This is an optimization exercise on Yosys and OpenROAD, whose aim is small area, a short achievable clock period and few clock cycles, not a production implementation.
At most, simulation tests tie the RTL to the original design; equivalence was not proved.

==> job 8691: inputs <==
// cordic
module cordic(i_clk, i_rst, i_en, o_vld, o_cosine, o_sine, i_theta);
Settings: LEC_CHECK=0, CAP_MARGIN=20, CORE_MARGIN=2, CORE_UTILIZATION=40, CTS_BUF_LIST=sky130_fd_sc_hd__clkbuf_16, CTS_CLUSTER_DIAMETER=100, CTS_CLUSTER_SIZE=25, SLEW_MARGIN=20, SYNTH_MEMORY_MAX_BITS=16384; clock period 10.0 ns.
standard.sh (not shown) runs the stock make flow with config.mk's settings and CLKGATE_MAP_FILE= SYNTH_SCRIPT=/design/flow/synth_recipe.tcl, a recipe that flattens the netlist after the stock synthesis.
==> flow/flow/run.sh <==
#!/bin/bash
# The standard layout (standard.sh), with timing repair aiming for extra setup slack.
set -euo pipefail
export SETUP_SLACK_MARGIN=6.6
bash standard.sh > standard.log 2>&1
==> job 7954 (differences from job 8691) <==
- CORE_UTILIZATION: 40 -> 60
- PLACE_DENSITY: unset -> 0.72
==> summary.txt <==
item	job 8691	job 7954
Final HPWL DP	125 mm	123 mm
Non-Clock Buffer Count	199	182
Uppermost signal routing layer after detailed routing	met4	met5
Routed length on met3	4.68 mm	5.97 mm
Area enclosed by the die boundary	191000 µm²	128000 µm²
Number of multi-input combinational cells in the layout	5946	5945
Result of the run	finished clean	finished clean
Synth-to-Final Area Change	9.57%	7.80%
Antenna violations before repair	3	1
CP Capture Point	y16_q14[14]	y16_q14[15]
Met1 routing resource usage after global routing	21.4%	32.7%
Routed length on met2	79.3 mm	76.1 mm
No functional check of the RTL was part of any run of this note.

==> v13 <==
Another version of the RTL of cordic (not shown whole).
Settings: LEC_CHECK=0, CAP_MARGIN=20, CORE_MARGIN=2, CORE_UTILIZATION=55, CTS_BUF_LIST=sky130_fd_sc_hd__clkbuf_16, CTS_CLUSTER_DIAMETER=100, CTS_CLUSTER_SIZE=25, PLACE_DENSITY=0.68, SLEW_MARGIN=20, SYNTH_MEMORY_MAX_BITS=16384; clock period 10.0 ns.
==> flow/flow/run.sh <==
#!/bin/bash
# The standard layout (standard.sh), with timing repair aiming for extra setup slack.
# make's full output goes to standard.log; ORFS's own per-step logs are under orfs/logs.
set -euo pipefail
export SETUP_SLACK_MARGIN=6.6
bash standard.sh > standard.log 2>&1
==> v25: changes against v13 <==
--- a/flow/config.mk
+++ b/flow/config.mk
@@ -7,10 +7,9 @@
 export LEC_CHECK = 0
 export CAP_MARGIN = 20
 export CORE_MARGIN = 2
-export CORE_UTILIZATION = 55
+export CORE_UTILIZATION = 40
 export CTS_BUF_LIST = sky130_fd_sc_hd__clkbuf_16
 export CTS_CLUSTER_DIAMETER = 100
 export CTS_CLUSTER_SIZE = 25
-export PLACE_DENSITY = 0.68
 export SLEW_MARGIN = 20
 export SYNTH_MEMORY_MAX_BITS = 16384
==> v19: changes against v13 <==
==> flow/flow/run.sh (replaced) <==
#!/bin/bash
# The standard layout (standard.sh), with timing repair aiming for extra setup slack.
# make's full output goes to standard.log; ORFS's own per-step logs are under orfs/logs.
set -euo pipefail
export SETUP_SLACK_MARGIN=6.8
bash standard.sh > standard.log 2>&1
--- a/flow/config.mk
+++ b/flow/config.mk
@@ -7,10 +7,9 @@
 export LEC_CHECK = 0
 export CAP_MARGIN = 20
 export CORE_MARGIN = 2
-export CORE_UTILIZATION = 55
+export CORE_UTILIZATION = 40
 export CTS_BUF_LIST = sky130_fd_sc_hd__clkbuf_16
 export CTS_CLUSTER_DIAMETER = 100
 export CTS_CLUSTER_SIZE = 25
-export PLACE_DENSITY = 0.68
 export SLEW_MARGIN = 20
 export SYNTH_MEMORY_MAX_BITS = 16384
==> impl_metrics.json <==
{
  "status": "no timing/DRC/antenna violations",
  "crit_cells": 1,
  "mostFrequentLayoutCells": "dfxtp_1, xnor2_1, inv_1",
  "crit_path_max_fanout": 3,
  "cp-startpoint": "qy_q30[32]$_DFF_P_"
}
That was v25.
==> impl_metrics.json <==
{
  "status": "no timing/DRC/antenna violations",
  "rsz0062_at_grt": "true",
  "postSynth.asyncResetShare_pct": 0,
  "cp-startpoint": "ay_q29[17]$_DFF_P_",
  "largest_cell_class": "multi-input gates",
  "use_met3_pct": 2.327,
  "crit_cells": 11,
  "crit_path_max_fanout": 4
}
That was v13.
==> impl_metrics.json <==
{
  "status": "no timing/DRC/antenna violations",
  "cp-startpoint": "say_q30$_DFF_P_",
  "crit_cells": 2,
  "mostFrequentLayoutCells": "dfxtp_1, xnor2_1, inv_1",
  "crit_path_max_fanout": 4,
  "synth_common_cells": "dfxtp_1, xnor2_1, ha_1, inv_1, nand2_1",
  "grt_pass1_vias": 52540
}
That was v19.
Testbench counts of v13, summed over its fixed seeds: cycles 8,432.
Testbench counts of v25, summed over its fixed seeds: cycles 8,432.
Testbench counts of v19, summed over its fixed seeds: cycles 8,432.

==> indigo: inputs <==
cordic, a different RTL version from the one above (not shown whole).
// cordic
module cordic(i_clk, i_rst, i_en, o_vld, o_cosine, o_sine, i_theta);
clock: 10.0 ns
lec_check: 0
cap_margin: 20
core_margin: 2
core_utilization: 40
cts_buf_list: sky130_fd_sc_hd__clkbuf_16
cts_cluster_diameter: 100
cts_cluster_size: 25
slew_margin: 20
synth_memory_max_bits: 16384
==> flow/flow/run.sh <==
#!/bin/bash
# The standard layout (standard.sh), with timing repair aiming for extra setup slack.
set -euo pipefail
export SETUP_SLACK_MARGIN=6.8
bash standard.sh > standard.log 2>&1
==> willow: changes against indigo <==
--- a/flow/flow/run.sh
+++ b/flow/flow/run.sh
@@ -3,3 +3,3 @@
 set -euo pipefail
-export SETUP_SLACK_MARGIN=6.8
+export SETUP_SLACK_MARGIN=6.6
 bash standard.sh > standard.log 2>&1
==> summary.txt <==
- indigo went through all stages and came out clean. willow finished clean.
- Between indigo and willow, the lower first-iteration DRC count is in willow (gap 2.0%, measured against willow).
- Between indigo and willow, the lower non-clock buffer count is in willow (gap 40).
- In willow the global-route usage is lower than in indigo, by 0.16 points.
- Between willow and indigo, the lower sequential share of layout area is in indigo (gap 0.35 points).
==> figures <==
| quantity | willow | indigo |
|---|---|---|
| Outcome | no timing/DRC/antenna violations | no timing/DRC/antenna violations |
| CTS resizes | 109 | 257 |
| Final Hold Slack | 0.319 ns | 0.313 ns |
| Relative max-transition margin | 33.8% | 37.3% |
| Post-layout instance count excluding filler cells | 10500 | 10500 |
| Met2 wire length | 76900 um | 78800 um |
| Reg-to-Reg Start | n22_q20 | x22_q20[0] |
| Final-layout clock buffer total | 71 | 70 |
No functional check of the RTL was part of any run of this note.

afterwards: timing with drivers on the ports:
How much do the figures lean on ideal ports? The routed layouts below were timed once more, with nothing changed but the port constraints.
Step 1, drivers: a clkbuf_16 drives i_clk and a buf_2 each remaining input, both assumed.
Step 2 adds t to the input delays and takes it off the output delays; t is the mean of the earliest and latest rising clock arrival at the registers after step 1. Input paths then give back, and output paths get back, about the clock's delay inside the block.
a / b / c = ideal ports / drivers / drivers and shift; a / b = the first two.
| run | t, ns | setup slack, ns | slew at the worst register clock pin (ns) | worst data-port slew with drivers (ns) |
|---|---|---|---|---|
| job 8691 | 0.782 | 6.586 / 6.586 / 6.517 | 0.10 / 0.10 | 0.06 |
| job 7954 | 0.722 | 6.575 / 6.575 / 6.575 | 0.10 / 0.10 | 0.04 |
| v13 | 0.752 | 6.650 / 6.605 / 6.602 | 0.10 / 0.10 | 0.05 |
| v25 | 0.778 | 6.697 / 6.618 / 6.580 | 0.10 / 0.10 | 0.04 |
| v19 | 0.786 | 6.688 / 6.613 / 6.616 | 0.10 / 0.10 | 0.04 |
| indigo | 0.795 | 6.672 / 6.595 / 6.617 | 0.10 / 0.10 | 0.05 |
| willow | 0.777 | 6.678 / 6.599 / 6.650 | 0.10 / 0.10 | 0.03 |
After both steps setup and hold are still met in every run listed. The setup slack of v25, which loses most, moves by -0.079 ns with the drivers and by -0.117 ns with both steps.
